Background: an optimization exercise with open tools, aiming at small area. Do not read the settings as production practice. Where RTL was checked, it was by simulation tests only, not by an equivalence proof against the original. For run 1, only the layout was checked, not whether the RTL still works. Power and IR drop assume default switching activity.

File: design/flow/flow/run.sh
#!/bin/bash
# Own layout flow: the standard flow, except that synthesis maps the logic
# with an area-oriented ABC script (flow/area.abc) and leaves adders to ABC
# instead of extracting half/full adder cells. Registers, their names and cell
# types are those of the standard synthesis (ABC maps only combinational logic).
set -euo pipefail
W=$PWD
{
	echo "proc abc {args} { set i [lsearch \$args -script]; lset args [expr {\$i + 1}] $W/flow/area.abc; yosys abc {*}\$args }"
	cat synth_recipe.tcl
} > my_synth.tcl
sed -e "s#SYNTH_SCRIPT=[^ ]*#SYNTH_SCRIPT=$W/my_synth.tcl ADDER_MAP_FILE=#" standard.sh > my_standard.sh
grep -q "my_synth.tcl ADDER_MAP_FILE=" my_standard.sh
bash my_standard.sh finish > flow.log 2>&1
test -s out/final.def
File: design/flow/standard.sh
#!/bin/bash
# synth_recipe.tcl (not shown) runs the flow's synth.tcl, then flattens the netlist and writes it again
# the make line also repeats each setting of config.mk as NAME=value (left out here)
make -C /OpenROAD-flow-scripts/flow DESIGN_CONFIG=/design/flow/config.mk WORK_HOME=/design/flow/orfs CLKGATE_MAP_FILE= SYNTH_SCRIPT=/design/flow/synth_recipe.tcl "${@:-finish}"
File: design/flow/constraint.sdc
create_clock -name core_clock -period 10.0 [get_ports {clk}]
set_input_delay 2.0000 -clock core_clock [delete_from_list [all_inputs] [get_ports {clk}]]
set_output_delay 2.0000 -clock core_clock [all_outputs]
set_load 0.01 [all_outputs]
File: design/flow/config.mk
export PLATFORM = sky130hd
export DESIGN_NAME = top
export DESIGN_NICKNAME = top
export VERILOG_FILES = /design/flow/design.v
export SDC_FILE = /design/flow/constraint.sdc
export NUM_CORES = 4
export LEC_CHECK = 0
export CAP_MARGIN = 20
export CORE_MARGIN = 2
export CORE_UTILIZATION = 40
export PLACE_DENSITY = 0.6
export SLEW_MARGIN = 20
File: design/flow/design.v
module Core (clk, clr, rom_data, sram_data, op_done,
	rom_addr, rom_off, sram_req, we, sram_addr, write_data);
	input clk, clr;
	input [7:0] rom_data;
	input [7:0] sram_data;    
	input op_done;            
	output reg [17:0] rom_addr;
	output reg rom_off;       
	output sram_req, we;
	output [18:0] sram_addr;
	output [7:0] write_data;
	parameter LOAD = 5'd9;
	parameter STORE = 5'd10;
	parameter JS = 5'd30;
	parameter INC = 5'd31;
	parameter FETCH1 = 4'd0;
	parameter DECODE1 = 4'd1;
	parameter FETCH2 = 4'd2;
	parameter DECODE2 = 4'd3;
	parameter FETCH3 = 4'd4;
	parameter DECODE3 = 4'd5;
	parameter FETCH4 = 4'd6;
	parameter DECODE4 = 4'd7;
	parameter OPERATION = 4'd8;
	parameter BRANCH = 4'd9;
	parameter LOADSTATE = 4'd10;
	parameter LOADSTATE2 = 4'd11;
	parameter STORESTATE = 4'd12;
	parameter STORESTATE2 = 4'd13;
	reg [3:0] state;
	reg [4:0] OPCODE;
	reg [19:0] immd;
	reg [3:0] index;      
	reg neg_flag, zero_flag;
	reg load_sram;
	reg same;             
	reg seq;              
	reg pc_in_immd;       
	wire fetch = ~state[3] & ~state[0];
	wire low_addr = immd[19:4] == 16'd0;
	wire rom_load = state == LOADSTATE & ~low_addr;
	wire [17:0] pc;
	wire [18:0] pc_c;
	assign pc_c[0] = seq;
	genvar i;
	generate
		for (i = 0; i < 18; i = i + 1) begin : pcinc
			assign pc[i] = rom_addr[i] ^ pc_c[i];
			assign pc_c[i+1] = rom_addr[i] & pc_c[i];
		end
	endgenerate
	wire is_inc = OPCODE == INC;
	wire is_shift = OPCODE[4:1] == 4'b0111;
	wire is_js = OPCODE == JS;
	wire is_mov = ~OPCODE[3] & OPCODE[2:0] == 3'd6;    
	wire is_reg_branch = OPCODE == 5'd7 || OPCODE == 5'd8 || OPCODE == 5'd11 ||
	                     OPCODE == 5'd12 || OPCODE == 5'd13;
	wire hi_from_rom = (OPCODE[4] & ~is_inc) | is_shift;
	wire [18:0] rdata;
	wire [3:0] read_index = (state == DECODE2) ?
		(is_reg_branch ? rom_data[7:4] : (is_inc ? 4'd0 : rom_data[3:0])) :
		(is_mov ? 4'd0 : index);
	wire sub = ~OPCODE[3] & (OPCODE[2:0] == 3'd1 || OPCODE[2:0] == 3'd2);
	wire [18:0] b = immd[18:0] ^ {19{sub}};
	wire [18:0] p = rdata ^ b;
	wire [18:0] g = rdata & b;
	wire [19:0] c;
	assign c[0] = sub | is_inc;
	generate
		for (i = 0; i < 19; i = i + 1) begin : carry
			assign c[i+1] = g[i] | (p[i] & c[i]);
		end
	endgenerate
	wire op_and = ~OPCODE[3] & OPCODE[2:0] == 3'd3;
	wire op_or = ~OPCODE[3] & OPCODE[2:0] == 3'd4;
	wire op_xor = ~OPCODE[3] & OPCODE[2:0] == 3'd5;
	wire [18:0] logic_r = ((p & {19{~op_and}}) | (g & {19{op_and | op_or}})) ^
	                      (c[18:0] & {19{~(op_and | op_or | op_xor)}});
	wire shr = OPCODE[0];
	wire [18:0] rrev, srev;
	wire [18:0] shl_in = shr ? rrev : rdata;
	wire [18:0] shl_out = shl_in << immd[19:16];
	generate
		for (i = 0; i < 19; i = i + 1) begin : rev
			assign rrev[i] = rdata[18-i];
			assign srev[i] = shl_out[18-i];
		end
	endgenerate
	wire [18:0] result = (OPCODE[3] & ~OPCODE[4]) ? (shr ? srev : shl_out) : logic_r;
	wire [7:0] load_byte = load_sram ? sram_data : rom_data;
	wire reg_we = (state == OPERATION && OPCODE[3:0] != 4'd2) ||
	              (state == BRANCH && is_js) || state == LOADSTATE2;
	wire [18:0] reg_wdata = (state == OPERATION) ? result :
	                        (state == BRANCH) ? {1'b0, pc} : {11'd0, load_byte};
	Register_File _RegisterFile(.clk(clk), .we(reg_we), .read_index(read_index),
		.write_index(index), .write_data(reg_wdata), .read_data(rdata));
	reg taken;
	always @(*) begin
		case (OPCODE)
			5'd7, 5'd28: taken = neg_flag;                   
			5'd8, 5'd29: taken = neg_flag | zero_flag;       
			5'd12, 5'd26: taken = zero_flag;                 
			5'd13, 5'd27: taken = ~zero_flag;                
			default: taken = 1'b1;                           
		endcase
	end
	assign sram_req = (state == LOADSTATE & low_addr) | state == STORESTATE;
	assign we = state == STORESTATE;
	assign sram_addr = immd[18:0];
	assign write_data = rdata[7:0];
	always @(posedge clk or negedge clr) begin
		if (~clr) begin
			state <= FETCH1;
			rom_addr <= 18'd0;
			rom_off <= 1'b1;
			seq <= 1'b0;
			pc_in_immd <= 1'b0;
		end
		else begin
			seq <= 1'b1;
			rom_off <= ~(fetch | rom_load);
			if (fetch)
				rom_addr <= pc_in_immd ? immd[17:0] : pc;
			else if (rom_load)
				rom_addr <= immd[17:0];
			if (fetch)
				pc_in_immd <= 1'b0;
			else if (state == BRANCH)
				pc_in_immd <= taken;
			else if (state == LOADSTATE)
				pc_in_immd <= ~low_addr;
			if (fetch)
				state <= state + 1'b1;
			else case (state)
				DECODE1: state <= FETCH2;
				DECODE2: begin
					if (OPCODE == INC || OPCODE <= 5'd6 || is_shift)
						state <= OPERATION;
					else if (OPCODE[4])
						state <= FETCH3;
					else if (OPCODE == LOAD)
						state <= LOADSTATE;
					else if (OPCODE == STORE)
						state <= STORESTATE;
					else
						state <= BRANCH;
				end
				DECODE3: state <= FETCH4;
				DECODE4: begin
					if (OPCODE[3:0] <= 4'd6)
						state <= OPERATION;
					else if (OPCODE[3:0] == 4'd7)
						state <= LOADSTATE;
					else if (OPCODE[3:0] == 4'd8)
						state <= STORESTATE;
					else
						state <= BRANCH;
				end
				LOADSTATE: state <= LOADSTATE2;
				LOADSTATE2: state <= (load_sram & ~op_done) ? LOADSTATE : FETCH1;
				STORESTATE: state <= STORESTATE2;
				STORESTATE2: state <= op_done ? FETCH1 : STORESTATE;
				default: state <= FETCH1;            
			endcase
		end
	end
	always @(posedge clk) begin
		case (state)
			DECODE1: OPCODE <= rom_data[7:3];
			DECODE2: begin
				index <= is_js ? 4'd3 : rom_data[7:4];
				same <= ~OPCODE[4] & (rom_data[7:4] == rom_data[3:0]);
				immd[19] <= hi_from_rom & rom_data[3];
				immd[18:16] <= hi_from_rom ? rom_data[2:0] : rdata[18:16];
				immd[15:0] <= rdata[15:0];
			end
			DECODE3: immd[15:8] <= rom_data;
			DECODE4: immd[7:0] <= rom_data;
			OPERATION: begin
				zero_flag <= result == 19'd0;
				neg_flag <= result[18];
			end
			LOADSTATE: begin
				load_sram <= low_addr;
				if (~low_addr)
					immd[17:0] <= pc;               
			end
			LOADSTATE2: if (same & load_sram) immd[3:0] <= 4'd0;
			default: ;
		endcase
	end
endmodule
module Register_File (clk, we, read_index, write_index, write_data, read_data);
	input clk, we;
	input [3:0] read_index, write_index;
	input [18:0] write_data;
	output reg [18:0] read_data;
	reg [18:0] r [1:15];
	genvar k;
	generate
		for (k = 1; k < 16; k = k + 1) begin : regs
			if (k >= 3 && k <= 5) begin : wide
				always @(posedge clk)
					if (we && write_index == k)
						r[k] <= write_data;
			end
			else begin : narrow
				always @(posedge clk)
					if (we && write_index == k)
						r[k][15:0] <= write_data[15:0];
			end
		end
	endgenerate
	always @(*) begin
		read_data = 19'd0;
		case (read_index)
			4'd1: read_data[15:0] = r[1][15:0];
			4'd2: read_data[15:0] = r[2][15:0];
			4'd3: read_data = r[3];
			4'd4: read_data = r[4];
			4'd5: read_data = r[5];
			4'd6: read_data[15:0] = r[6][15:0];
			4'd7: read_data[15:0] = r[7][15:0];
			4'd8: read_data[15:0] = r[8][15:0];
			4'd9: read_data[15:0] = r[9][15:0];
			4'd10: read_data[15:0] = r[10][15:0];
			4'd11: read_data[15:0] = r[11][15:0];
			4'd12: read_data[15:0] = r[12][15:0];
			4'd13: read_data[15:0] = r[13][15:0];
			4'd14: read_data[15:0] = r[14][15:0];
			4'd15: read_data[15:0] = r[15][15:0];
			default: read_data = 19'd0;
		endcase
	end
endmodule
module IOController (clk, clr, button, mem_data, req, we, addr, write_data, LED,
	audio_req, audio_addr, audio_done, start, stop_len);
	input clk, clr;
	input [7:0] button;
	input [7:0] mem_data;
	output req, we;
	output [18:0] addr;
	output [7:0] write_data;
	output LED;
	input audio_req;
	input [18:0] audio_addr;
	input audio_done;
	output start;
	output reg [7:0] stop_len;
	parameter IDLE = 4'd0;
	parameter BUTTON6 = 4'd7;
	parameter BUTTON7 = 4'd8;
	parameter WAITCORE = 4'd9;
	parameter GETPOSITION = 4'd10;
	parameter STARTAUDIO = 4'd11;
	parameter WAITAUDIO = 4'd12;
	reg [3:0] state;
	reg [9:0] counter;       
	reg but8;
	wire [9:0] counter_inc;
	wire [10:0] cc;
	assign cc[0] = state == WAITCORE;
	genvar i;
	generate
		for (i = 0; i < 10; i = i + 1) begin : cinc
			assign counter_inc[i] = counter[i] ^ cc[i];
			assign cc[i+1] = counter[i] & cc[i];
		end
	endgenerate
	wire s_button = (state != IDLE) & (~state[3] | state == BUTTON7);
	wire s_waitcore = state == WAITCORE;
	wire s_getpos = state == GETPOSITION;
	wire s_waitaudio = state == WAITAUDIO;
	assign we = s_button;
	assign write_data = {5'd0, state[2:1], state[3] ? ~but8 : state[0]};
	assign req = s_button | s_getpos | (s_waitaudio & audio_req) | (s_waitcore & counter == 10'd0);
	assign addr = s_waitaudio ? audio_addr : {17'd0, state == BUTTON7, s_getpos};
	assign LED = s_waitcore;
	assign start = state == STARTAUDIO;
	always @(posedge clk or negedge clr) begin
		if (~clr) begin
			state <= IDLE;
			counter <= 10'd0;
			but8 <= 1'b0;
			stop_len <= 8'd0;
		end
		else begin
			counter <= counter_inc & {10{state != BUTTON6}};
			but8 <= but8 ^ (state == BUTTON7);
			case (state)
				IDLE: begin
					if (button[0]) state <= 4'd1;
					else if (button[1]) state <= 4'd2;
					else if (button[2]) state <= 4'd3;
					else if (button[3]) state <= 4'd4;
					else if (button[4]) state <= 4'd5;
					else if (button[5]) state <= 4'd6;
					else if (button[6]) state <= 4'd7;
					else if (button[7]) state <= BUTTON7;
				end
				BUTTON6: state <= GETPOSITION;
				BUTTON7: state <= IDLE;
				WAITCORE: state <= IDLE;
				GETPOSITION: state <= STARTAUDIO;
				STARTAUDIO: begin
					state <= WAITAUDIO;
					stop_len <= mem_data;
				end
				WAITAUDIO: begin
					if (audio_done)
						state <= IDLE;
				end
				default: state <= WAITCORE;  
			endcase
		end
	end
endmodule
module MemoryController (clk, clr, sram_we, sram_addr, sram_data_in, sram_data_out, EN,
	core_sram_req, core_we, core_sram_addr, core_write_data, core_op_done, core_sram_data,
	IO_req, IO_we, IO_addr, IO_write_data, IO_data, IO_ready);
	input clk, clr;
	output reg sram_we;
	output reg [18:0] sram_addr;
	input [7:0] sram_data_in;
	output reg [7:0] sram_data_out;
	output EN;
	input core_sram_req, core_we;
	input [18:0] core_sram_addr;
	input [7:0] core_write_data;
	output core_op_done;
	output [7:0] core_sram_data;
	input IO_req, IO_we;
	input [18:0] IO_addr;
	input [7:0] IO_write_data;
	output [7:0] IO_data;
	output IO_ready;
	reg own_io, own_core;
	assign EN = ~sram_we;
	assign IO_ready = own_io;
	assign core_op_done = own_core;
	assign IO_data = (own_io & sram_we) ? sram_data_in : 8'd0;
	assign core_sram_data = (own_core & sram_we) ? sram_data_in : 8'd0;
	always @(posedge clk or negedge clr) begin
		if (~clr) begin
			own_io <= 1'b0;
			own_core <= 1'b0;
			sram_we <= 1'b1;
			sram_addr <= 19'd0;
			sram_data_out <= 8'd0;
		end
		else begin
			own_io <= IO_req;
			own_core <= ~IO_req & core_sram_req;
			if (IO_req) begin
				sram_addr <= IO_addr;
				sram_we <= ~IO_we;
				if (IO_we)
					sram_data_out <= IO_write_data;
			end
			else if (core_sram_req) begin
				sram_addr <= core_sram_addr;
				sram_we <= ~core_we;
				if (core_we)
					sram_data_out <= core_write_data;
			end
		end
	end
endmodule
module audioController (clk, clr, mem_data, data_ready, start, stop_len, addr, req, done, data);
	input clk, clr;
	input [7:0] mem_data;
	input data_ready;
	input start;
	input [7:0] stop_len;
	output reg [18:0] addr;
	output req;
	output reg done;
	output reg data;
	reg [7:0] len;           
	reg [2:0] bitCounter;
	reg [6:0] counter;
	reg [7:0] data_saved;
	wire [9:0] len3;
	wire [11:0] endpos;
	wire [10:0] c3;
	wire [12:0] bw;
	assign c3[0] = 1'b0;
	assign bw[0] = 1'b0;
	genvar i;
	generate
		for (i = 0; i < 10; i = i + 1) begin : times3
			wire x = (i < 8) ? len[i] : 1'b0;
			wire y = (i >= 1 && i < 9) ? len[i-1] : 1'b0;
			assign len3[i] = x ^ y ^ c3[i];
			assign c3[i+1] = (x & y) | (c3[i] & (x ^ y));
		end
		for (i = 0; i < 12; i = i + 1) begin : minus
			wire x = (i >= 7) ? len[i-7] : 1'b0;
			wire y = (i < 10) ? len3[i] : 1'b0;
			assign endpos[i] = x ^ y ^ bw[i];
			assign bw[i+1] = (~x & y) | (bw[i] & ~(x ^ y));
		end
	endgenerate
	wire [12:0] gt;
	assign gt[0] = |addr[6:0];
	generate
		for (i = 0; i < 12; i = i + 1) begin : cmp
			assign gt[i+1] = (addr[i+7] & ~endpos[i]) | (~(addr[i+7] ^ endpos[i]) & gt[i]);
		end
	endgenerate
	wire active = ~gt[12];
	wire [7:0] sample = data_ready ? mem_data : data_saved;
	wire run = ~start & active;
	wire bit_end = run & counter == 7'd78;
	wire [19:0] ac;
	wire [7:0] cc;
	assign ac[0] = bit_end & bitCounter == 3'd7;
	assign cc[0] = run;
	wire [18:0] addr_inc;
	wire [6:0] counter_inc;
	generate
		for (i = 0; i < 19; i = i + 1) begin : ainc
			assign addr_inc[i] = addr[i] ^ ac[i];
			assign ac[i+1] = addr[i] & ac[i];
		end
		for (i = 0; i < 7; i = i + 1) begin : cinc
			assign counter_inc[i] = counter[i] ^ cc[i];
			assign cc[i+1] = counter[i] & cc[i];
		end
	endgenerate
	assign req = (bitCounter == 3'd0) & active;
	always @(posedge clk or negedge clr) begin
		if (~clr) begin
			counter <= 7'd0;
			addr <= 19'd0;
			bitCounter <= 3'd0;
			len <= 8'd0;
			data <= 1'b0;
			data_saved <= 8'd0;
		end
		else begin
			addr <= addr_inc & {19{~start}};
			counter <= counter_inc & {7{~bit_end}};
			bitCounter <= bitCounter + bit_end;
			if (start)
				len <= stop_len;
			if (run)
				data_saved <= sample;
			if (bit_end)
				data <= sample[bitCounter];
		end
	end
	always @(posedge clk)
		done <= ~start & ~active;
endmodule
module top (input clk,
			input clr,
			input[7:0] sram_data_in,
			input[7:0] rom_data,
			output sram_we,
			output[18:0] sram_addr,
			output[7:0] sram_data_out,
			output rom_oe,
			output rom_ce,
			output[17:0] rom_addr,
			output EN,
			output LED,
			output sram_oe,
			output sram_ce,
			output sram_NC,
			output rom_pgm,
			output audio_stop,
			output audio_gain,
			output audio_NC,
			output audio_data,
			input[7:0] buttons
			);
	assign sram_oe = 1'b0;
	assign sram_ce = 1'b0;
	assign sram_NC = 1'b1;
	assign rom_pgm = 1'b1;
	assign audio_stop = 1'b0;
	assign audio_gain = 1'b0;
	assign audio_NC = 1'b0;
	assign rom_oe = rom_off;
	assign rom_ce = rom_off;
	wire core_sram_req, core_we, core_op_done, rom_off;
	wire [18:0] core_sram_addr;
	wire [7:0] core_write_data, core_sram_data;
	wire IO_req, IO_we, IO_ready;
	wire [18:0] IO_addr;
	wire [7:0] IO_write_data, IO_data;
	wire start, audio_req, audio_done;
	wire [7:0] stop_len;
	wire [18:0] audio_addr;
	Core _Core(.clk(clk), .clr(clr),
		.rom_data(rom_data), .sram_data(core_sram_data), .op_done(core_op_done),
		.rom_addr(rom_addr), .rom_off(rom_off),
		.sram_req(core_sram_req), .we(core_we), .sram_addr(core_sram_addr),
		.write_data(core_write_data));
	MemoryController _MemoryController(.clk(clk), .clr(clr),
		.sram_we(sram_we), .sram_addr(sram_addr), .sram_data_in(sram_data_in),
		.sram_data_out(sram_data_out), .EN(EN),
		.core_sram_req(core_sram_req), .core_we(core_we), .core_sram_addr(core_sram_addr),
		.core_write_data(core_write_data), .core_op_done(core_op_done), .core_sram_data(core_sram_data),
		.IO_req(IO_req), .IO_we(IO_we), .IO_addr(IO_addr), .IO_write_data(IO_write_data),
		.IO_data(IO_data), .IO_ready(IO_ready));
	IOController _IOController(.clk(clk), .clr(clr), .button(buttons),
		.mem_data(IO_data), .req(IO_req), .we(IO_we), .addr(IO_addr),
		.write_data(IO_write_data), .LED(LED),
		.audio_req(audio_req), .audio_addr(audio_addr), .audio_done(audio_done),
		.start(start), .stop_len(stop_len));
	audioController _audioController(.clk(clk), .clr(clr),
		.mem_data(IO_data), .data_ready(IO_ready), .start(start), .stop_len(stop_len),
		.addr(audio_addr), .req(audio_req), .done(audio_done), .data(audio_data));
endmodule
File: design/flow/flow/area.abc
strash
dc2
dch -f
amap
mfs2
strash
dch -f
amap
topo
==> results.sh, run 1 <==
export IMPL_status="complete, no violations"
export IMPL_worst_setup_path_start_kind="flop"
export IMPL_clk_pin_slew_worst_paths_ps=60
export IMPL_synth_edff_count=282
export IMPL_cts_path_max_buffers=3
export IMPL_gp_congestion=0.971
export IMPL_layout_common_cells="edfxtp_1 (282), nor2_1 (223), clkinv_1 (169)"
export IMPL_die_w_um=221
export IMPL_syn_to_final_growth_pct=19.6
export IMPL_top_level_ports=84
export IMPL_die_h_um=221
export IMPL_fin_nets=1977
export IMPL_fin_setup_tns_ps=0
export IMPL_synth_async_reset_ratio_pct=30.5
export IMPL_dominantRegCellSynth="edfxtp_1"
export IMPL_ant_nets=0
export IMPL_crit_type="flop to flop"
export IMPL_worst_slew_pin_slew_ps=1010
export IMPL_clock_skew_ps=76.7
export IMPL_hpwl_mm=43.5
export IMPL_yosysSeqAreaShare_pct=61.5
export IMPL_fillers=4185
export IMPL_fin_crit_sh_pct=89.6
export IMPL_rows=79
export IMPL_ys_types=53
export IMPL_initial_core_util_pct=40.5
export IMPL_max_stage_delay_ps=590
export IMPL_p_per_area_nw_per_um2=345
export IMPL_syn_cell_area_sq_um=18800
export IMPL_avgSynthCellArea_sq_um=10.8
export IMPL_syn_inst=1749
export IMPL_synth_top_area_cell="edfxtp_1"
export IMPL_ys_seq_elements=407
export IMPL_crit_buf_inv=8
export IMPL_overflow=0
export IMPL_whs_ps=472
export IMPL_ys_warn_count=6
export IMPL_grt_usage_pct=25.2
export IMPL_cts_root_buf="clkbuf_16"
export IMPL_insertion_delay_ps=610
export IMPL_slew_viol_final=0
export IMPL_ir_worst_vdd_mv=0.187
export IMPL_drtIter0Drc=2111
export IMPL_core_area_sq_um=46600
export IMPL_setup_violations_final=0
export IMPL_synthTopCellsByArea="edfxtp_1 (45%), dfrtp_1 (16%), nor2_1 (4.7%)"
export IMPL_first_pass_iters=6
export IMPL_grt_pass1_wl_mm=93.4
export IMPL_worst_hold_path_type="flop to flop"
export IMPL_viasPerCell=6.14
export IMPL_cts_buffers_inserted=44
export IMPL_io_buffers=76
export IMPL_grt_pass1_vias=14754
export IMPL_drc_errors=0
export IMPL_wirelength_mm=63.2
export IMPL_hold_violations=0
export IMPL_r2r_slack_ps=1040
export IMPL_n_antenna_cell=0
export IMPL_critPathTopFamily="compound AO/OA/AOI/OAI gates"
export IMPL_cts_tree="built"
export IMPL_fin_crit_ps=8960
export IMPL_p_leak_uw=0.00786
export IMPL_cts_htree_levels=2
export IMPL_fmax_ghz=0.112
export IMPL_cp_slowest_cell="o21ai_0"
export IMPL_final_common_cell="edfxtp_1"
export IMPL_dieArea_sq_um=48800
export IMPL_clkSinkCount=407
export IMPL_grt_max_degree=64
export IMPL_cp_max_fo=26
export IMPL_drt_wirelength_per_cell_um=24.4
export IMPL_cp_end_kind="flop"
export IMPL_drv_cap=0
export IMPL_rsz0062_at_grt="no"
export IMPL_crit_arrival_ps=9380
export IMPL_vias=15892
export IMPL_yosysTopAreaCellShare_pct=44.9
export IMPL_drive_gt1_share_pct=9.08
export IMPL_required_ps=10410
export IMPL_slew_headroom_pct=31.9
export IMPL_antenna_found_initial=1
export IMPL_cp_common_cell="nor2_1"
kinds of logic after synthesis:
group,count (synthesis),share of synthesized area (%)
flops,407,61.5
compound gates,598,21.6
simple gates,570,13.2
other cells,2,0.0399
buf+inv,172,3.59
metrics by stage:
step	area (sq um)	total power [uW]	instances	setup slack (ps)	utilization, %
after floorplan	18900	4610	1755	413	-
after global placement	21100	6070	2512	614	45.3
after detailed placement	21100	6090	2512	405	45.3
after CTS	22500	7700	2590	1010	48.4
after global routing	22500	8200	2590	93.0	48.4
final	22500	7780	2590	1040	48.4
state kept, by name (all words and copies together) (netlist names), 3 cells and up:
signal and count:
_Core.OPCODE 5, _Core._RegisterFile.r 249, _Core.immd 20, _Core.index 4
_Core.rom_addr 18, _Core.state 4, _IOController.counter 10, _IOController.state 4
_IOController.stop_len 8, _MemoryController.sram_addr 19, _MemoryController.sram_data_out 8, _audioController.addr 19
_audioController.bitCounter 3, _audioController.counter 7, _audioController.data_saved 8, _audioController.len 8
cell usage after synthesis (all sizes together), types with 8 or more instances:
cell	n
o221ai	18
edfxtp	282
nor2b	12
a211oi	15
a222oi	48
nor3	68
and3	8
a22o	10
nor4	19
clkinv	164
a21oi	97
a221o	15
dfrtp	122
o22ai	91
or2	16
a2111oi	9
a221oi	15
o21ai	143
buf	8
nand3	27
or3	9
a22oi	43
nor2	236
o22a	27
a31oi	14
nand2	150
nand4	11
report_power, final:
group          leakage, uW  total (uW)  switching [uW]  internal [uW]
Combinational      0.00297        3800            2510           1280
Sequential         0.00420        2380             224           2150
Clock             0.000688        1600             692            911
area by class of cell:
class / count / area [sq um] / area share (%)
timing repair buffer: 158 / 1370 / 6.10
inverter: 164 / 616 / 2.73
tap: 607 / 759 / 3.37
sequential: 407 / 11600 / 51.5
multi-input combinational: 1176 / 6770 / 30.1
clock inverter: 18 / 200 / 0.889
clock buffer: 60 / 1210 / 5.38
timing repair:
action / CTS / global route
endpoints found under the setup margin: 0 / 1
setup buffers: 0 / 0
hold buffers: 0 / 0
resized for setup: 0 / 1
metal layers:
layer	vias to the layer above	part of all wire (%)	track usage (%)
met5	-	0	0
met4	0	3.3	8.66
met3	138	8.5	4.25
met2	801	47	41.0
met1	7751	41	34.2
li1	7202	-	-
path summary, 6_finish.rpt:
path | cells past startpoint | start | end
setup / recovery | 48 | _Core.OPCODE[0]$_DFFE_PP_ | _Core.zero_flag$_DFFE_PP_
hold / removal | 1 | _audioController.counter[6]$_DFF_PN0_ | _audioController.counter[6]$_DFF_PN0_
setup reg to reg | 48 | _Core.OPCODE[0]$_DFFE_PP_ | _Core.zero_flag$_DFFE_PP_
hold reg to reg | 1 | _audioController.counter[6]$_DFF_PN0_ | _audioController.counter[6]$_DFF_PN0_
max in group asynchronous | 2 | clr | _Core.rom_addr[9]$_DFFE_PN0N_
min in group asynchronous | 1 | clr | _IOController.state[2]$_DFFE_PN0P_
==> run 2, diff against run 1 <==
--- a/design/flow/design.v
+++ b/design/flow/design.v
@@ -5,7 +5,7 @@
 	input [7:0] sram_data;    
 	input op_done;            
 	output reg [17:0] rom_addr;
-	output reg rom_off;       
+	output rom_off;           
 	output sram_req, we;
 	output [18:0] sram_addr;
 	output [7:0] write_data;
@@ -32,7 +32,6 @@
 	reg [19:0] immd;
 	reg [3:0] index;      
 	reg neg_flag, zero_flag;
-	reg load_sram;
 	reg same;             
 	reg seq;              
 	reg pc_in_immd;       
@@ -87,7 +86,7 @@
 		end
 	endgenerate
 	wire [18:0] result = (OPCODE[3] & ~OPCODE[4]) ? (shr ? srev : shl_out) : logic_r;
-	wire [7:0] load_byte = load_sram ? sram_data : rom_data;
+	wire [7:0] load_byte = pc_in_immd ? rom_data : sram_data;
 	wire reg_we = (state == OPERATION && OPCODE[3:0] != 4'd2) ||
 	              (state == BRANCH && is_js) || state == LOADSTATE2;
 	wire [18:0] reg_wdata = (state == OPERATION) ? result :
@@ -104,6 +103,7 @@
 			default: taken = 1'b1;                           
 		endcase
 	end
+	assign rom_off = ~((~state[3] & state[0]) | (state == LOADSTATE2 & pc_in_immd));
 	assign sram_req = (state == LOADSTATE & low_addr) | state == STORESTATE;
 	assign we = state == STORESTATE;
 	assign sram_addr = immd[18:0];
@@ -112,13 +112,11 @@
 		if (~clr) begin
 			state <= FETCH1;
 			rom_addr <= 18'd0;
-			rom_off <= 1'b1;
 			seq <= 1'b0;
 			pc_in_immd <= 1'b0;
 		end
 		else begin
 			seq <= 1'b1;
-			rom_off <= ~(fetch | rom_load);
 			if (fetch)
 				rom_addr <= pc_in_immd ? immd[17:0] : pc;
 			else if (rom_load)
@@ -157,7 +155,7 @@
 						state <= BRANCH;
 				end
 				LOADSTATE: state <= LOADSTATE2;
-				LOADSTATE2: state <= (load_sram & ~op_done) ? LOADSTATE : FETCH1;
+				LOADSTATE2: state <= (~pc_in_immd & ~op_done) ? LOADSTATE : FETCH1;
 				STORESTATE: state <= STORESTATE2;
 				STORESTATE2: state <= op_done ? FETCH1 : STORESTATE;
 				default: state <= FETCH1;            
@@ -181,11 +179,10 @@
 				neg_flag <= result[18];
 			end
 			LOADSTATE: begin
-				load_sram <= low_addr;
 				if (~low_addr)
 					immd[17:0] <= pc;               
 			end
-			LOADSTATE2: if (same & load_sram) immd[3:0] <= 4'd0;
+			LOADSTATE2: if (same & ~pc_in_immd) immd[3:0] <= 4'd0;
 			default: ;
 		endcase
 	end
@@ -244,7 +241,7 @@
 	output LED;
 	input audio_req;
 	input [18:0] audio_addr;
-	input audio_done;
+	input audio_done;        
 	output start;
 	output reg [7:0] stop_len;
 	parameter IDLE = 4'd0;
@@ -254,6 +251,7 @@
 	parameter GETPOSITION = 4'd10;
 	parameter STARTAUDIO = 4'd11;
 	parameter WAITAUDIO = 4'd12;
+	parameter ENDAUDIO = 4'd13;
 	reg [3:0] state;
 	reg [9:0] counter;       
 	reg but8;
@@ -306,9 +304,10 @@
 					state <= WAITAUDIO;
 					stop_len <= mem_data;
 				end
+				ENDAUDIO: state <= IDLE;
 				WAITAUDIO: begin
 					if (audio_done)
-						state <= IDLE;
+						state <= ENDAUDIO;
 				end
 				default: state <= WAITCORE;  
 			endcase
@@ -374,7 +373,7 @@
 	input [7:0] stop_len;
 	output reg [18:0] addr;
 	output req;
-	output reg done;
+	output done;
 	output reg data;
 	reg [7:0] len;           
 	reg [2:0] bitCounter;
@@ -450,8 +449,7 @@
 				data <= sample[bitCounter];
 		end
 	end
-	always @(posedge clk)
-		done <= ~start & ~active;
+	assign done = ~active;
 endmodule
 module top (input clk,
 			input clr,
==> design/flow/flow/run.sh (replaced) <==
#!/bin/bash
# Own layout flow: the standard flow (standard.sh, ORFS), with these changes:
#  - synthesis maps the logic with an area-oriented ABC script (flow/area.abc)
#    and leaves adders to ABC instead of extracting half/full adder cells;
#    registers, their names and cell types are the standard synthesis's
#    (ABC maps only combinational logic);
#  - port buffers are buf_1 cells;
#  - clock tree synthesis uses small clock buffers and no dummy loads.
# Each tool's output goes to flow.log here and to ORFS's own logs under orfs/logs.
set -euo pipefail
W=$PWD
{
	echo "proc abc {args} { set i [lsearch \$args -script]; lset args [expr {\$i + 1}] $W/flow/area.abc; yosys abc {*}\$args }"
	cat synth_recipe.tcl
} > my_synth.tcl
CTS="-sink_clustering_enable -repair_clock_nets -dont_use_dummy_load -buf_list sky130_fd_sc_hd__clkbuf_4"
sed -e "s#SYNTH_SCRIPT=[^ ]*#SYNTH_SCRIPT=$W/my_synth.tcl ADDER_MAP_FILE= 'CTS_ARGS=$CTS' 'BUFFER_PORTS_ARGS=-buffer_cell sky130_fd_sc_hd__buf_1'#" standard.sh > my_standard.sh
grep -q "my_synth.tcl ADDER_MAP_FILE=" my_standard.sh
bash my_standard.sh finish > flow.log 2>&1
test -s out/final.def
==> design/flow/flow/area.abc (replaced) <==
strash
dc2
dch -f
amap
mfs2
strash
dc2
dch -f
amap
mfs2
strash
dch -f
amap
topo
--- a/design/flow/config.mk
+++ b/design/flow/config.mk
@@ -7,6 +7,6 @@
 export LEC_CHECK = 0
 export CAP_MARGIN = 20
 export CORE_MARGIN = 2
-export CORE_UTILIZATION = 40
-export PLACE_DENSITY = 0.6
+export CORE_UTILIZATION = 60
+export PLACE_DENSITY = 0.75
 export SLEW_MARGIN = 20
==> run 2 against run 1 <==
Against the previous run:
- still clean on timing, DRC and antenna
- count of clock-buffer cells in the layout grew 39
- die area shrank 33%
- synthesized cell count shrank 1.0%
- area after synthesis shrank 0.96%
- critical path depth shrank 5
- maximum frequency grew 3.1%
- hold slack gained 5.4 ps
- first-iteration DRC count grew 11%
- largest power group unchanged
==> results.sh, run 2 <==
export IMPL_status="complete, no violations"
export IMPL_p_per_area_nw_per_um2=337
export IMPL_vias=16321
export IMPL_multi_input_area_sq_um=6630
export IMPL_cts_tree="built"
export IMPL_syn_to_final_growth_pct=11.6
export IMPL_ys_warn_count=6
export IMPL_dr_wl_met2_mm=29.3
export IMPL_grt_max_degree=65
export IMPL_core_area_sq_um=30600
export IMPL_io_buffers=76
export IMPL_reg_top3="_Core._RegisterFile.r x249, _Core.immd x20"
export IMPL_drv_cap=0
export IMPL_final_common_cell="edfxtp_1"
export IMPL_cp_slowest_cell="a222oi_1"
export IMPL_synth_top_area_cell="edfxtp_1"
export IMPL_clk_pin_slew_worst_paths_ps=60
export IMPL_hold_violations=0
export IMPL_clock_skew_ps=97.1
export IMPL_hpwl_mm=45.0
export IMPL_worst_hold_path_type="flop to flop"
export IMPL_cp_max_fo=41
export IMPL_fmax_ghz=0.115
export IMPL_antenna_found_initial=3
export IMPL_synthTopCellsByArea="edfxtp_1 (45%), dfrtp_1 (16%), nor2_1 (5.1%)"
export IMPL_largest_register_ffs=249
export IMPL_seq_area_sq_um=11500
export IMPL_wl_met1_mm=22.5
export IMPL_required_ps=10580
export IMPL_cts_buffers_inserted=99
export IMPL_max_stage_delay_ps=470
export IMPL_insertion_delay_ps=830
export IMPL_ys_types=44
export IMPL_cp_end_kind="flop"
export IMPL_largest_register="_Core._RegisterFile.r"
export IMPL_grt_usage_pct=38.7
export IMPL_postCtsSetupBuffers=0
export IMPL_synthTopCellsByCount="edfxtp_1 (281), nor2_1 (254), nand2_1 (156)"
export IMPL_cts_htree_levels=3
export IMPL_layout_common_cells="edfxtp_1 (281), nor2_1 (246), nand2_1 (156)"
export IMPL_crit_type="flop to flop"
export IMPL_fin_area_sq_um=20800
export IMPL_ir_worst_vdd_mv=0.199
export IMPL_fin_util_pct=68.1
export IMPL_highest_layer="met4"
export IMPL_rsz0062_at_grt="no"
export IMPL_rows=64
export IMPL_viasPerCell=6.87
export IMPL_fin_setup_tns_ps=0
export IMPL_avgSynthCellArea_sq_um=10.8
export IMPL_p_leak_uw=0.00741
export IMPL_grt_pass1_wl_mm=94.2
export IMPL_cts_root_buf="clkbuf_4"
export IMPL_fillers=2350
export IMPL_setup_violations_final=0
export IMPL_drtIter0Drc=2348
export IMPL_drt_wirelength_per_cell_um=26.4
export IMPL_cts_path_max_buffers=3
export IMPL_synth_edff_count=281
export IMPL_overflow=0
export IMPL_clkSinkCount=404
export IMPL_die_h_um=180
export IMPL_syn_cell_area_sq_um=18700
export IMPL_top_level_ports=84
export IMPL_fin_crit_sh_pct=86.9
export IMPL_yosysSeqAreaShare_pct=61.7
export IMPL_worstReg2RegStart="_Core.OPCODE[0]$_DFFE_PP_"
export IMPL_gp_congestion=1.04
export IMPL_worst_slew_pin_slew_ps=1130
export IMPL_slew_viol_final=0
export IMPL_critPathLaunch="_Core.OPCODE[0]$_DFFE_PP_"
export IMPL_wirelength_mm=62.8
export IMPL_cts_hold_buf=0
export IMPL_synth_most_common_cell="edfxtp_1"
export IMPL_fin_nets=2007
export IMPL_ant_nets=0
export IMPL_fin_crit_ps=8690
export IMPL_yosysTopAreaCellShare_pct=45.2
export IMPL_ys_seq_elements=404
export IMPL_post_dp_cell_area_sq_um=20000
export IMPL_slew_headroom_pct=24.7
export IMPL_initial_core_util_pct=61.0
export IMPL_synth_async_reset_ratio_pct=30.4
export IMPL_drc_errors=0
export IMPL_grt_pass1_vias=15851
export IMPL_cts_resized=0
export IMPL_hp_start="_IOController.counter[9]$_DFF_PN0_"
export IMPL_first_pass_iters=11
export IMPL_drive_gt1_share_pct=9.90
export IMPL_whs_ps=478
export IMPL_die_w_um=180
export IMPL_dieArea_sq_um=32500
export IMPL_worst_setup_path_start_kind="flop"
export IMPL_syn_inst=1731
export IMPL_dr_wl_met3_mm=6.31
export IMPL_dominantRegCellSynth="edfxtp_1"
export IMPL_crit_arrival_ps=9270
==> run 2: per-layer routing <==
layer | GRT usage (%) | vias to the layer above
met4 | 25.3 | 0
li1 | - | 7203
met2 | 61.7 | 1115
met3 | 8.43 | 296
met1 | 48.0 | 7707
met5 | 0 | -
==> run 2: per-stage QoR <==
| stage | std cells | setup WS, ps | power [uW] |
|---|---|---|---|
| floorplan | 1737 | 1370 | 4580 |
| global placement | 2274 | 1110 | 5830 |
| detailed placement | 2275 | 817 | 5870 |
| CTS | 2374 | 1080 | 6890 |
| global route | 2377 | 95.0 | 7420 |
| finish | 2377 | 1310 | 7020 |
==> run 2: cell families after synthesis <==
family,count (synthesis),synth area share [%]
AO/OA/AOI/OAI,611,22.2
flip-flops,404,61.7
other,2,0.0402
AND/OR/NAND/NOR,553,12.7
buffers and inverters,161,3.40
==> run 2: final cells by class <==
cell class,count,share of cell area (%)
antenna,2,0.0240
clock buffer,99,3.57
inverter,153,2.76
multi-input combinational,1172,31.9
sequential,404,55.3
tap,396,2.38
timing repair buffer,151,4.09
==> run 2: critical path: cells and delay by family, from the launching register on <==
family | cells | cell delay (ps)
AO/OA/AOI/OAI | 20 | 4570
flip-flops | 1 | 390
buffers and inverters | 5 | 1010
AND/OR/NAND/NOR | 18 | 2490
==> run 2: path summary, 6_finish.rpt <==
path	end	slack, ps	cells past startpoint
hold / removal	_IOController.counter[9]$_DFF_PN0_	480	1
max in group asynchronous	_Core.state[0]$_DFF_PN0_	7270	2
setup reg to reg	_Core.zero_flag$_DFFE_PP_	1310	43
hold reg to reg	_IOController.counter[9]$_DFF_PN0_	480	1
setup / recovery	_Core.zero_flag$_DFFE_PP_	1310	43
min in group asynchronous	_audioController.data_saved[5]$_DFFE_PN0P_	1370	1
==> run 2: power breakdown <==
part	switching [uW]	internal [uW]
clock network	576	447
registers	219	2160
logic	2450	1170
total	3250	3770
==> run 3, diff against run 2 <==
--- a/design/flow/design.v
+++ b/design/flow/design.v
@@ -1,9 +1,9 @@
-module Core (clk, clr, rom_data, sram_data, op_done,
+module Core (clk, clr, rom_data, sram_data_in, io_owns_sram,
 	rom_addr, rom_off, sram_req, we, sram_addr, write_data);
 	input clk, clr;
 	input [7:0] rom_data;
-	input [7:0] sram_data;    
-	input op_done;            
+	input [7:0] sram_data_in;
+	input io_owns_sram;
 	output reg [17:0] rom_addr;
 	output rom_off;           
 	output sram_req, we;
@@ -86,7 +86,7 @@
 		end
 	endgenerate
 	wire [18:0] result = (OPCODE[3] & ~OPCODE[4]) ? (shr ? srev : shl_out) : logic_r;
-	wire [7:0] load_byte = pc_in_immd ? rom_data : sram_data;
+	wire [7:0] load_byte = pc_in_immd ? rom_data : (io_owns_sram ? 8'd0 : sram_data_in);
 	wire reg_we = (state == OPERATION && OPCODE[3:0] != 4'd2) ||
 	              (state == BRANCH && is_js) || state == LOADSTATE2;
 	wire [18:0] reg_wdata = (state == OPERATION) ? result :
@@ -155,9 +155,9 @@
 						state <= BRANCH;
 				end
 				LOADSTATE: state <= LOADSTATE2;
-				LOADSTATE2: state <= (~pc_in_immd & ~op_done) ? LOADSTATE : FETCH1;
+				LOADSTATE2: state <= (~pc_in_immd & io_owns_sram) ? LOADSTATE : FETCH1;
 				STORESTATE: state <= STORESTATE2;
-				STORESTATE2: state <= op_done ? FETCH1 : STORESTATE;
+				STORESTATE2: state <= io_owns_sram ? STORESTATE : FETCH1;
 				default: state <= FETCH1;            
 			endcase
 		end
@@ -315,7 +315,7 @@
 	end
 endmodule
 module MemoryController (clk, clr, sram_we, sram_addr, sram_data_in, sram_data_out, EN,
-	core_sram_req, core_we, core_sram_addr, core_write_data, core_op_done, core_sram_data,
+	core_sram_req, core_we, core_sram_addr, core_write_data,
 	IO_req, IO_we, IO_addr, IO_write_data, IO_data, IO_ready);
 	input clk, clr;
 	output reg sram_we;
@@ -326,30 +326,24 @@
 	input core_sram_req, core_we;
 	input [18:0] core_sram_addr;
 	input [7:0] core_write_data;
-	output core_op_done;
-	output [7:0] core_sram_data;
 	input IO_req, IO_we;
 	input [18:0] IO_addr;
 	input [7:0] IO_write_data;
 	output [7:0] IO_data;
 	output IO_ready;
-	reg own_io, own_core;
+	reg own_io;           
 	assign EN = ~sram_we;
 	assign IO_ready = own_io;
-	assign core_op_done = own_core;
 	assign IO_data = (own_io & sram_we) ? sram_data_in : 8'd0;
-	assign core_sram_data = (own_core & sram_we) ? sram_data_in : 8'd0;
 	always @(posedge clk or negedge clr) begin
 		if (~clr) begin
 			own_io <= 1'b0;
-			own_core <= 1'b0;
 			sram_we <= 1'b1;
 			sram_addr <= 19'd0;
 			sram_data_out <= 8'd0;
 		end
 		else begin
 			own_io <= IO_req;
-			own_core <= ~IO_req & core_sram_req;
 			if (IO_req) begin
 				sram_addr <= IO_addr;
 				sram_we <= ~IO_we;
@@ -482,9 +476,9 @@
 	assign audio_NC = 1'b0;
 	assign rom_oe = rom_off;
 	assign rom_ce = rom_off;
-	wire core_sram_req, core_we, core_op_done, rom_off;
+	wire core_sram_req, core_we, rom_off;
 	wire [18:0] core_sram_addr;
-	wire [7:0] core_write_data, core_sram_data;
+	wire [7:0] core_write_data;
 	wire IO_req, IO_we, IO_ready;
 	wire [18:0] IO_addr;
 	wire [7:0] IO_write_data, IO_data;
@@ -492,7 +486,7 @@
 	wire [7:0] stop_len;
 	wire [18:0] audio_addr;
 	Core _Core(.clk(clk), .clr(clr),
-		.rom_data(rom_data), .sram_data(core_sram_data), .op_done(core_op_done),
+		.rom_data(rom_data), .sram_data_in(sram_data_in), .io_owns_sram(IO_ready),
 		.rom_addr(rom_addr), .rom_off(rom_off),
 		.sram_req(core_sram_req), .we(core_we), .sram_addr(core_sram_addr),
 		.write_data(core_write_data));
@@ -500,7 +494,7 @@
 		.sram_we(sram_we), .sram_addr(sram_addr), .sram_data_in(sram_data_in),
 		.sram_data_out(sram_data_out), .EN(EN),
 		.core_sram_req(core_sram_req), .core_we(core_we), .core_sram_addr(core_sram_addr),
-		.core_write_data(core_write_data), .core_op_done(core_op_done), .core_sram_data(core_sram_data),
+		.core_write_data(core_write_data),
 		.IO_req(IO_req), .IO_we(IO_we), .IO_addr(IO_addr), .IO_write_data(IO_write_data),
 		.IO_data(IO_data), .IO_ready(IO_ready));
 	IOController _IOController(.clk(clk), .clr(clr), .button(buttons),
--- a/design/flow/flow/run.sh
+++ b/design/flow/flow/run.sh
@@ -13,7 +13,7 @@
 	echo "proc abc {args} { set i [lsearch \$args -script]; lset args [expr {\$i + 1}] $W/flow/area.abc; yosys abc {*}\$args }"
 	cat synth_recipe.tcl
 } > my_synth.tcl
-CTS="-sink_clustering_enable -repair_clock_nets -dont_use_dummy_load -buf_list sky130_fd_sc_hd__clkbuf_4"
+CTS="-sink_clustering_enable -repair_clock_nets -dont_use_dummy_load -buf_list sky130_fd_sc_hd__clkbuf_16 -sink_clustering_size 36 -sink_clustering_max_diameter 80"
 sed -e "s#SYNTH_SCRIPT=[^ ]*#SYNTH_SCRIPT=$W/my_synth.tcl ADDER_MAP_FILE= 'CTS_ARGS=$CTS' 'BUFFER_PORTS_ARGS=-buffer_cell sky130_fd_sc_hd__buf_1'#" standard.sh > my_standard.sh
 grep -q "my_synth.tcl ADDER_MAP_FILE=" my_standard.sh
 bash my_standard.sh finish > flow.log 2>&1
==> run 3 against run 2 <==
Against the previous run:
- still clean on timing, DRC and antenna
- die area rose by 0.61%
- worst setup slack worse by 560 ps
- count of clock-buffer cells in the layout fell by 78
- routed wire length down 4.7%
- register-to-register slack got worse by 530 ps
- hold slack improved by 16 ps
- sequential power up 5%
- first-iteration DRC count up 4.9%
- cell area shrank 0.27%
- critical path depth fell by 4
- total power grew 4.9%
- sequential share of layout area about the same
- critical path type is now primary input to flop
- largest power group unchanged
- highest routed layer unchanged
==> results.sh, run 3 <==
export IMPL_final_common_cell="edfxtp_1"
export IMPL_r2r_end="_Core.zero_flag$_DFFE_PP_"
export IMPL_fin_util_pct=67.7
export IMPL_p_leak_uw=0.00717
export IMPL_finalPower_uw=7360
export IMPL_worstReg2RegStart="_Core.OPCODE[1]$_DFFE_PP_"
export IMPL_clkSinkCount=403
export IMPL_ant_nets=0
export IMPL_cts_root_buf="clkbuf_16"
export IMPL_largest_register="_Core._RegisterFile.r"
export IMPL_clk_pin_slew_worst_paths_ps=110
export IMPL_die_h_um=181
export IMPL_overflow=0
export IMPL_worst_setup_path_start_kind="primary input"
export IMPL_avgSynthCellArea_sq_um=10.7
export IMPL_top_level_ports=84
export IMPL_dp_cells=2290
export IMPL_cts_buffers_inserted=21
export IMPL_final_cells=2313
export IMPL_gp_congestion=1.01
export IMPL_syn_to_final_growth_pct=10.6
export IMPL_clock_skew_ps=83.3
export IMPL_drive_gt1_share_pct=6.42
export IMPL_fin_nets=1944
export IMPL_syn_inst=1753
export IMPL_synth_simple_gate_area_share_pct=13.6
export IMPL_ir_worst_vdd_mv=0.193
export IMPL_cp_max_fo=16
export IMPL_drv_cap=0
export IMPL_crit_arrival_ps=9590
export IMPL_status="complete, no violations"
export IMPL_cts_htree_levels=1
export IMPL_fin_setup_tns_ps=0
export IMPL_grt_pass1_vias=14771
export IMPL_slew_viol_final=0
export IMPL_synth_async_reset_ratio_pct=30.3
export IMPL_crit_type="primary input to flop"
export IMPL_max_stage_delay_ps=550
export IMPL_reg_top3="_Core._RegisterFile.r x249, _Core.immd x20"
export IMPL_die_w_um=181
export IMPL_cp_common_cell="nor2_1"
export IMPL_grt_max_degree=79
export IMPL_hpwl_mm=42.0
export IMPL_worst_hold_path_type="flop to flop"
export IMPL_core_area_sq_um=30700
export IMPL_vias=16058
export IMPL_swShare_pct=46.8
export IMPL_p_per_area_nw_per_um2=355
export IMPL_ys_warn_count=6
export IMPL_synthTopCellsByCount="edfxtp_1 (281), nor2_1 (250), nand2_1 (171)"
export IMPL_drt_wirelength_per_cell_um=25.9
export IMPL_grt_pass1_wl_mm=90.1
export IMPL_yosys_area_share_xor_xnor_pct=0
export IMPL_synth_top_area_cell="edfxtp_1"
export IMPL_dieArea_sq_um=32700
export IMPL_dominantRegCellSynth="edfxtp_1"
export IMPL_ys_types=51
export IMPL_switchingPower_uw=3450
export IMPL_drtIter0Drc=2464
export IMPL_first_pass_iters=8
export IMPL_antenna_found_initial=1
export IMPL_comb_power_share_pct=54.1
export IMPL_insertion_delay_ps=580
export IMPL_hold_violations=0
export IMPL_syn_cell_area_sq_um=18800
export IMPL_synth_compound_area_share_pct=21.7
export IMPL_fin_crit_ps=9250
export IMPL_ys_seq_elements=403
export IMPL_holdPathStages=1
export IMPL_cts_tree="built"
export IMPL_rsz0062_at_grt="yes"
export IMPL_worst_slew_pin_slew_ps=1120
export IMPL_fin_crit_sh_pct=92.5
export IMPL_whs_ps=493
export IMPL_drc_errors=0
export IMPL_grt_usage_pct=36.2
export IMPL_fmax_ghz=0.108
export IMPL_slew_headroom_pct=25.0
export IMPL_r2r_slack_ps=780
export IMPL_synth_top_family_by_area="compound AO/OA/AOI/OAI gates"
export IMPL_p_int_uw=3920
export IMPL_viasPerCell=6.94
export IMPL_whs_endpoint="_IOController.but8$_DFF_PN0_"
export IMPL_hp_start="_IOController.but8$_DFF_PN0_"
export IMPL_wirelength_mm=59.8
export IMPL_synth_area_mux_share_pct=0
export IMPL_initial_core_util_pct=61.2
export IMPL_required_ps=10340
export IMPL_ff2ff_path_depth=44
export IMPL_synth_edff_count=281
export IMPL_io_buffers=76
export IMPL_cts_path_max_buffers=3
export IMPL_seq_power_share_pct=33.9
export IMPL_synthTopCellsByArea="edfxtp_1 (45%), dfrtp_1 (16%), nor2_1 (5.0%)"
export IMPL_cp_slowest_cell="a32oi_1"
export IMPL_cp_end_kind="flop"
export IMPL_layout_common_cells="edfxtp_1 (281), nor2_1 (242), nand2_1 (171)"
export IMPL_cts_hold_buf=0
export IMPL_clkPwrFrac_pct=12.0
export IMPL_rows=64
export IMPL_synthAdderAreaFrac_pct=0
export IMPL_synth_most_common_cell="edfxtp_1"
export IMPL_setup_violations_final=0
export IMPL_largest_register_ffs=249
export IMPL_yosysSeqAreaShare_pct=61.2
export IMPL_yosysTopAreaCellShare_pct=44.9
## run 3: changes by cell type after synthesis, moves of 8 or more
cell	previous run	this run
o21ai_0	141	119
o22a_1	25	46
nor3_1	39	57
nand2_1	156	171
nor4_1	8	20
a222oi_1	49	39
a22o_1	13	5
## run 3: metrics by stage
| stage | instance area [sq um] | setup slack, ps |
|---|---|---|
| after global routing | 20800 | -49.9 |
| after floorplan | 18800 | 1490 |
| final | 20800 | 750 |
| after global placement | 20100 | 846 |
| after CTS | 20700 | 745 |
| after detailed placement | 20200 | 255 |
## run 3: critical path, delay by kind of cell
kind	cells	cell delay [ps]
AOI/OAI and AO/OA	18	3980
and+or+nand+nor	16	2390
buffers and inverters	5	1210
## run 3: logic make-up (layout without fill, tap and decap cells)
| group | count (synthesis) | count (layout) |
|---|---|---|
| AOI/OAI and AO/OA | 595 | 595 |
| DFF | 403 | 403 |
| and+or+nand+nor | 592 | 592 |
| other | 2 | 9 |
| buffers and inverters | 161 | 318 |
## run 3: final cells by class
cell class                      instances  area, sq um
Sequential cell                       403        11500
Antenna cell                            1         2.50
Fill cell                            2347         9910
Timing Repair Buffer                  144          827
Multi-Input combinational cell       1195         6850
Tap cell                              396          495
Inverter                              153          574
Clock buffer                           21          526
## run 3: worst max-delay path by stage
stage                                   startpoint                                      end  cells after the start
2_1_floorplan            _Core.OPCODE[0]$_DFFE_PP_                _Core.zero_flag$_DFFE_PP_                     40
3_3_place_gp                           rom_data[1]  _Core._RegisterFile.r[12][14]$_DFFE_PP_                     33
3_5_place_dp                           rom_data[1]   _Core._RegisterFile.r[6][15]$_DFFE_PP_                     34
4_1_cts                   _Core.state[0]$_DFF_PN0_   _Core._RegisterFile.r[1][15]$_DFFE_PP_                     34
5_1_grt        _audioController.len[2]$_DFFE_PN0P_      _audioController.addr[18]$_DFF_PN0_                     54
6_report                               rom_data[1]                _Core.zero_flag$_DFFE_PP_                     39
## run 3: metal layers
metal  vias to the layer above  global-route usage, %  wire length, um
li1                       7095                      -                -
met1                      7691                   54.6            24000
met2                      1127                   53.3            26000
met3                       145                   7.24             7720
met4                         0                   11.6             2180
met5                         -                      0                0
## run 3: power groups by stage
stage	Combinational (uW)	Clock, uW	Sequential (uW)
final	3980	882	2500
after CTS	3850	883	2490
after global routing	4310	935	2530
after floorplan	2420	0	2500
after detailed placement	3830	0	2520
after global placement	3780	0	2520
## run 3: timing repair
action,CTS,global route
endpoints found under the setup margin,0,6
resized for setup,0,3
buffers inserted,0,0
==> run 4, diff against run 3 <==
--- a/design/flow/flow/run.sh
+++ b/design/flow/flow/run.sh
@@ -13,7 +13,7 @@
 	echo "proc abc {args} { set i [lsearch \$args -script]; lset args [expr {\$i + 1}] $W/flow/area.abc; yosys abc {*}\$args }"
 	cat synth_recipe.tcl
 } > my_synth.tcl
-CTS="-sink_clustering_enable -repair_clock_nets -dont_use_dummy_load -buf_list sky130_fd_sc_hd__clkbuf_16 -sink_clustering_size 36 -sink_clustering_max_diameter 80"
+CTS="-sink_clustering_enable -repair_clock_nets -dont_use_dummy_load -buf_list sky130_fd_sc_hd__clkbuf_8 -sink_clustering_size 18 -sink_clustering_max_diameter 60"
 sed -e "s#SYNTH_SCRIPT=[^ ]*#SYNTH_SCRIPT=$W/my_synth.tcl ADDER_MAP_FILE= 'CTS_ARGS=$CTS' 'BUFFER_PORTS_ARGS=-buffer_cell sky130_fd_sc_hd__buf_1'#" standard.sh > my_standard.sh
 grep -q "my_synth.tcl ADDER_MAP_FILE=" my_standard.sh
 bash my_standard.sh finish > flow.log 2>&1
==> run 4 against run 3 <==
Against the previous run:
- total power shrank 0.79%
- worst setup slack gained 82 ps
- cell area shrank 0.18%
- maximum frequency grew 0.90%
- sequential share of layout area grew 0.10 points
- area after synthesis is the same
- flip-flop and latch count is the same
- critical endpoint unchanged
==> results.sh, run 4 <==
export IMPL_ys_types=51
export IMPL_status="complete, no violations"
export IMPL_postCtsSetupBuffers=0
export IMPL_antenna_found_initial=0
export IMPL_holdPathStages=1
export IMPL_critPathLaunch="rom_data[1]"
export IMPL_syn_to_final_growth_pct=10.4
export IMPL_avgSynthCellArea_sq_um=10.7
export IMPL_whs_endpoint="_IOController.but8$_DFF_PN0_"
export IMPL_ir_worst_vdd_mv=0.205
export IMPL_fin_nets=1958
export IMPL_cp_max_fo=16
export IMPL_core_area_sq_um=30700
export IMPL_layout_common_cells="edfxtp_1 (281), nor2_1 (242), nand2_1 (171)"
export IMPL_viasPerCell=6.93
export IMPL_die_w_um=181
export IMPL_dp_cells=2290
export IMPL_io_buffers=76
export IMPL_grt_max_degree=79
export IMPL_ys_warn_count=6
export IMPL_synth_async_reset_ratio_pct=30.3
export IMPL_worst_slew_pin_slew_ps=1140
export IMPL_final_common_cell="edfxtp_1"
export IMPL_fillers=2369
export IMPL_cts_resized=0
export IMPL_p_per_area_nw_per_um2=353
export IMPL_crit_type="primary input to flop"
export IMPL_first_pass_iters=6
export IMPL_multi_input_area_sq_um=6850
export IMPL_grt_usage_pct=36.4
export IMPL_vias=16132
export IMPL_insertion_delay_ps=590
export IMPL_slew_headroom_pct=23.4
export IMPL_worst_hold_path_type="flop to flop"
export IMPL_ant_nets=0
export IMPL_fin_crit_sh_pct=91.7
export IMPL_slew_viol_final=0
export IMPL_cts_path_max_buffers=3
export IMPL_die_h_um=181
export IMPL_drive_gt1_share_pct=7.15
export IMPL_drv_cap=0
export IMPL_final_cells=2327
export IMPL_rsz0062_at_grt="yes"
export IMPL_cts_buffers_inserted=35
export IMPL_cp_common_cell="nor2_1"
export IMPL_max_stage_delay_ps=550
export IMPL_clk_pin_slew_worst_paths_ps=90
export IMPL_ys_seq_elements=403
export IMPL_rows=64
export IMPL_top_level_ports=84
export IMPL_synthTopCellsByArea="edfxtp_1 (45%), dfrtp_1 (16%), nor2_1 (5.0%)"
export IMPL_seq_area_sq_um=11500
export IMPL_cts_tree="built"
export IMPL_drtIter0Drc=2402
export IMPL_p_leak_uw=0.00717
export IMPL_crit_arrival_ps=9520
export IMPL_grt_pass1_vias=14919
export IMPL_cp_end_kind="flop"
export IMPL_dieArea_sq_um=32700
export IMPL_r2r_slack_ps=850
export IMPL_worstReg2RegStart="_Core.OPCODE[1]$_DFFE_PP_"
export IMPL_cts_hold_buf=0
export IMPL_synth_edff_count=281
export IMPL_drt_wirelength_per_cell_um=25.6
export IMPL_hp_start="_IOController.but8$_DFF_PN0_"
export IMPL_overflow=0
export IMPL_syn_inst=1753
export IMPL_worst_setup_path_start_kind="primary input"
export IMPL_critPathTopFamily="compound AO/OA/AOI/OAI gates"
export IMPL_reg_top3="_Core._RegisterFile.r x249, _Core.immd x20"
export IMPL_cts_htree_levels=2
export IMPL_cts_root_buf="clkbuf_8"
export IMPL_syn_cell_area_sq_um=18800
export IMPL_hpwl_mm=42.0
export IMPL_synth_top_area_cell="edfxtp_1"
export IMPL_ff2ff_path_depth=44
export IMPL_wirelength_mm=59.7
export IMPL_drc_errors=0
export IMPL_largest_register="_Core._RegisterFile.r"
export IMPL_gp_congestion=1.01
export IMPL_cp_slowest_cell="a32oi_1"
export IMPL_synthTopCellsByCount="edfxtp_1 (281), nor2_1 (250), nand2_1 (171)"
export IMPL_clkSinkCount=403
export IMPL_setup_violations_final=0
export IMPL_synth_most_common_cell="edfxtp_1"
export IMPL_initial_core_util_pct=61.2
export IMPL_dominantRegCellSynth="edfxtp_1"
export IMPL_grt_pass1_wl_mm=90.5
export IMPL_yosysTopAreaCellShare_pct=44.9
export IMPL_fmax_ghz=0.109
export IMPL_crit_buf_inv=5
export IMPL_required_ps=10350
export IMPL_yosysSeqAreaShare_pct=61.2
export IMPL_fin_util_pct=67.6
export IMPL_hold_violations=0
export IMPL_fin_crit_ps=9170
export IMPL_clock_skew_ps=76.2
export IMPL_r2r_end="_Core.zero_flag$_DFFE_PP_"
export IMPL_largest_register_ffs=249
-- run 4: routing by layer --
| layer | track usage, % | wire (um) |
|---|---|---|
| met4 | 12.6 | 2310 |
| met5 | 0 | 0 |
| met3 | 6.99 | 7240 |
| met2 | 53.2 | 25800 |
| met1 | 54.8 | 24400 |
-- run 4: worst max path at each step --
stage,cells after the start,slack (ps),endpoint
after floorplan,40,1490,_Core.zero_flag$_DFFE_PP_
after global placement,33,850,_Core._RegisterFile.r[12][14]$_DFFE_PP_
after detailed placement,34,250,_Core._RegisterFile.r[6][15]$_DFFE_PP_
after CTS,34,760,_Core._RegisterFile.r[15][15]$_DFFE_PP_
after global routing,54,-6,_audioController.addr[18]$_DFF_PN0_
final,39,830,_Core.zero_flag$_DFFE_PP_
-- run 4: cells by family after synthesis --
logic type	Yosys count	share of synthesized area [%]
other	2	0.0400
flip-flops	403	61.2
buffers and inverters	161	3.38
AO/OA/AOI/OAI	595	21.7
AND/OR/NAND/NOR	592	13.6
-- run 4: area by class of cell --
class | count | share of cell area, %
timing repair buffer | 144 | 3.99
multi-input combinational | 1195 | 33.1
clock buffer | 35 | 2.32
inverter | 153 | 2.77
antenna | 1 | 0.0121
tap | 396 | 2.39
sequential | 403 | 55.5
-- run 4: worst reg2reg max path: cells and delay by family (launching register included) --
| family | cells | cell delay, ps |
|---|---|---|
| AO/OA/AOI/OAI | 19 | 4110 |
| buffers and inverters | 7 | 1530 |
| AND/OR/NAND/NOR | 18 | 2810 |
| flip-flops | 1 | 530 |
-- run 4: metrics by stage --
| step | hold slack, ps | setup TNS (ps) | worst slack [ps] | total power, uW | cell area [sq um] |
|---|---|---|---|---|---|
| floorplan | 442 | 0 | 1490 | 4920 | 18800 |
| global placement | 459 | 0 | 846 | 6300 | 20100 |
| detailed placement | 470 | 0 | 255 | 6350 | 20200 |
| CTS | 487 | 0 | 756 | 7160 | 20600 |
| global route | 505 | -6.36 | -6.36 | 7720 | 20700 |
| finish | 492 | 0 | 833 | 7310 | 20700 |
-- run 4: power breakdown --
| group | switching [uW] | internal (uW) |
|---|---|---|
| Clock | 509 | 315 |
| Combinational | 2690 | 1300 |
| Sequential | 250 | 2250 |
| Total | 3450 | 3860 |
==> run 5, diff against run 4 <==
==> design/flow/flow/area.abc (replaced) <==
strash
&get -n
&deepsyn -T 30
&put
dch -f
amap
mfs2
strash
dch -f
amap
topo
--- a/design/flow/config.mk
+++ b/design/flow/config.mk
@@ -8,5 +8,6 @@
 export CAP_MARGIN = 20
 export CORE_MARGIN = 2
 export CORE_UTILIZATION = 60
+export GPL_TIMING_DRIVEN = 0
 export PLACE_DENSITY = 0.75
 export SLEW_MARGIN = 20
==> run 5 against run 4 <==
Against the previous run:
- still clean on timing, DRC and antenna
- combinational power fell by about 10%
- worst setup slack got worse by 170 ps
- die area fell by 1.6%
- flip-flop and latch count is the same
- sequential share of layout area grew 0.11 points
- sequential power is 2% lower
- maximum frequency shrank 1.8%
- largest cell class unchanged
==> results.sh, run 5 <==
export IMPL_synth_edff_count=281
export IMPL_fin_setup_tns_ps=0
export IMPL_finalPower_uw=6840
export IMPL_crit_arrival_ps=9680
export IMPL_syn_to_final_growth_pct=12.0
export IMPL_rows=64
export IMPL_cp_slowest_cell="dfrtp_2"
export IMPL_cts_hold_buf=0
export IMPL_syn_cell_area_sq_um=18500
export IMPL_fmax_ghz=0.107
export IMPL_synthTopCellsByCount="edfxtp_1 (281), nor2_1 (214), clkinv_1 (162)"
export IMPL_largest_register_ffs=249
export IMPL_clk_pin_slew_worst_paths_ps=80
export IMPL_dp_cells=2223
export IMPL_clkSinkCount=403
export IMPL_synth_compound_area_share_pct=21.9
export IMPL_cp_common_cell="a22oi_1"
export IMPL_avgSynthCellArea_sq_um=10.9
export IMPL_layout_common_cells="edfxtp_1 (281), nor2_1 (191), clkinv_1 (160)"
export IMPL_final_cells=2261
export IMPL_cts_path_max_buffers=3
export IMPL_syn_inst=1690
export IMPL_crit_type="flop to flop"
export IMPL_yosysTopAreaCellShare_pct=45.7
export IMPL_required_ps=10350
export IMPL_synth_simple_gate_area_share_pct=12.2
export IMPL_io_buffers=76
export IMPL_p_leak_uw=0.00705
export IMPL_wirelength_mm=57.6
export IMPL_max_stage_delay_ps=480
export IMPL_clock_skew_ps=110
export IMPL_fin_crit_ps=9330
export IMPL_vias=15627
export IMPL_yosysSeqAreaShare_pct=62.2
export IMPL_setup_ws_ps=665
export IMPL_cts_buffers_inserted=34
export IMPL_insertion_delay_ps=600
export IMPL_drt_wirelength_per_cell_um=25.5
export IMPL_fin_util_pct=68.0
export IMPL_dp_worst_setup_slack_ps=-1210
export IMPL_gp_congestion=0.951
export IMPL_slew_viol_final=0
export IMPL_fin_nets=1893
export IMPL_antenna_found_initial=0
export IMPL_setup_violations_final=0
export IMPL_largest_register="_Core._RegisterFile.r"
export IMPL_worst_slew_pin_slew_ps=1180
export IMPL_synth_area_mux_share_pct=0
export IMPL_cp_end_kind="flop"
export IMPL_drv_cap=0
export IMPL_drc_errors=0
export IMPL_ys_warn_count=6
export IMPL_viasPerCell=6.91
export IMPL_ant_nets=0
export IMPL_status="complete, no violations"
export IMPL_hold_violations=0
export IMPL_r2r_slack_ps=670
export IMPL_ys_types=51
export IMPL_first_pass_iters=8
export IMPL_synthTopCellsByArea="edfxtp_1 (46%), dfrtp_1 (16%), nor2_1 (4.3%)"
export IMPL_swShare_pct=46.5
export IMPL_initial_core_util_pct=60.7
export IMPL_reg_top3="_Core._RegisterFile.r x249, _Core.immd x20"
export IMPL_dieArea_sq_um=32200
export IMPL_fin_crit_sh_pct=93.3
export IMPL_switchingPower_uw=3180
export IMPL_grt_pass1_vias=14934
export IMPL_clkPwrFrac_pct=11.8
export IMPL_rsz0062_at_grt="no"
export IMPL_fillers=2290
export IMPL_cp_max_fo=9
-- run 5: cells by family (layout without fill, tap and decap cells) --
kind of cell    Yosys count  in the layout
compound gates          599            599
simple gates            516            516
flops                   403            403
buf+inv                 170            339
other cells               2              8
-- run 5: critical path, delay by kind of cell (launching register included) --
family / cells / cell delay, ps
AO/OA/AOI/OAI: 23 / 5240
buffers and inverters: 7 / 1340
flip-flops: 1 / 480
AND/OR/NAND/NOR: 10 / 2090
-- run 5: cell type report --
type | instances | area [sq um] | share of cell area (%)
Buffer | 8 | 60.1 | 0.290
Clock buffer | 34 | 468 | 2.26
Inverter | 162 | 613 | 2.96
Multi-Input combinational cell | 1123 | 6710 | 32.4
Sequential cell | 403 | 11500 | 55.6
Tap cell | 396 | 495 | 2.40
Timing Repair Buffer | 135 | 850 | 4.11
-- run 5: through the flow --
step                      area, sq um  hold slack, ps
final                           20700             489
after global routing            20700             518
after CTS                       20600             492
after detailed placement        20100             477
after global placement          19300             467
after floorplan                 18500             448
-- run 5: path summary, 6_finish.rpt --
kind	start	to	cells past startpoint
min reg2reg	_audioController.counter[6]$_DFF_PN0_	_audioController.counter[6]$_DFF_PN0_	1
max reg2reg	_Core.state[0]$_DFF_PN0_	_Core.zero_flag$_DFFE_PP_	40
max	_Core.state[0]$_DFF_PN0_	_Core.zero_flag$_DFFE_PP_	40
max in group asynchronous	clr	_Core.rom_addr[12]$_DFFE_PN0P_	3
min	_audioController.counter[6]$_DFF_PN0_	_audioController.counter[6]$_DFF_PN0_	1
min in group asynchronous	clr	_Core.rom_addr[2]$_DFFE_PN0P_	1
-- run 5: power by group through the flow --
stage | sequential, uW | combinational (uW) | clock (uW)
4_1_cts | 2440 | 3450 | 806
6_report | 2450 | 3580 | 807
3_5_place_dp | 2480 | 3410 | 0
5_1_grt | 2480 | 3860 | 864
2_1_floorplan | 2440 | 2170 | 0
3_3_place_gp | 2480 | 3190 | 0
-- run 5: per-layer routing --
layer	GRT usage (%)	vias to the layer above	wire length [um]
met2	57.2	913	27300
met5	0	-	0
met1	46.5	7583	21700
li1	-	6928	-
met4	17.2	0	3090
met3	5.33	203	5460
-- run 5: timing repair --
action,in CTS,in global routing
gates resized for setup,5,13
buffers inserted,3,0
pin swaps,1,0
gates cloned,0,0
hold endpoints to repair,0,0
setup endpoints to repair,101,43

-- separate check: timing with driven ports --
No port has a modelled driver above. Below, the same layouts with a new extraction and two added sets of constraints. Step 1: set_driving_cell puts a clkbuf_16 on clk and a buf_2 on each other input, an assumption about the parent block. Step 2 also shifts input and output timing later by t, the mid clock arrival at the registers, as if the neighbouring blocks saw the same clock. Slacks: no drivers / after step 1 / after step 2; pairs: no drivers / after step 1.
run | shift t [ns] | slack for setup (ns)
run 1 | 0.628 | 1.036 / 1.036 / 0.466
run 2 | 0.838 | 1.309 / 1.309 / 0.674
run 3 | 0.590 | 0.750 / 0.761 / 0.172
run 4 | 0.600 | 0.833 / 0.841 / 0.241
run 5 | 0.592 | 0.665 / 0.665 / 0.202
After both steps setup and hold are still met in every run listed.
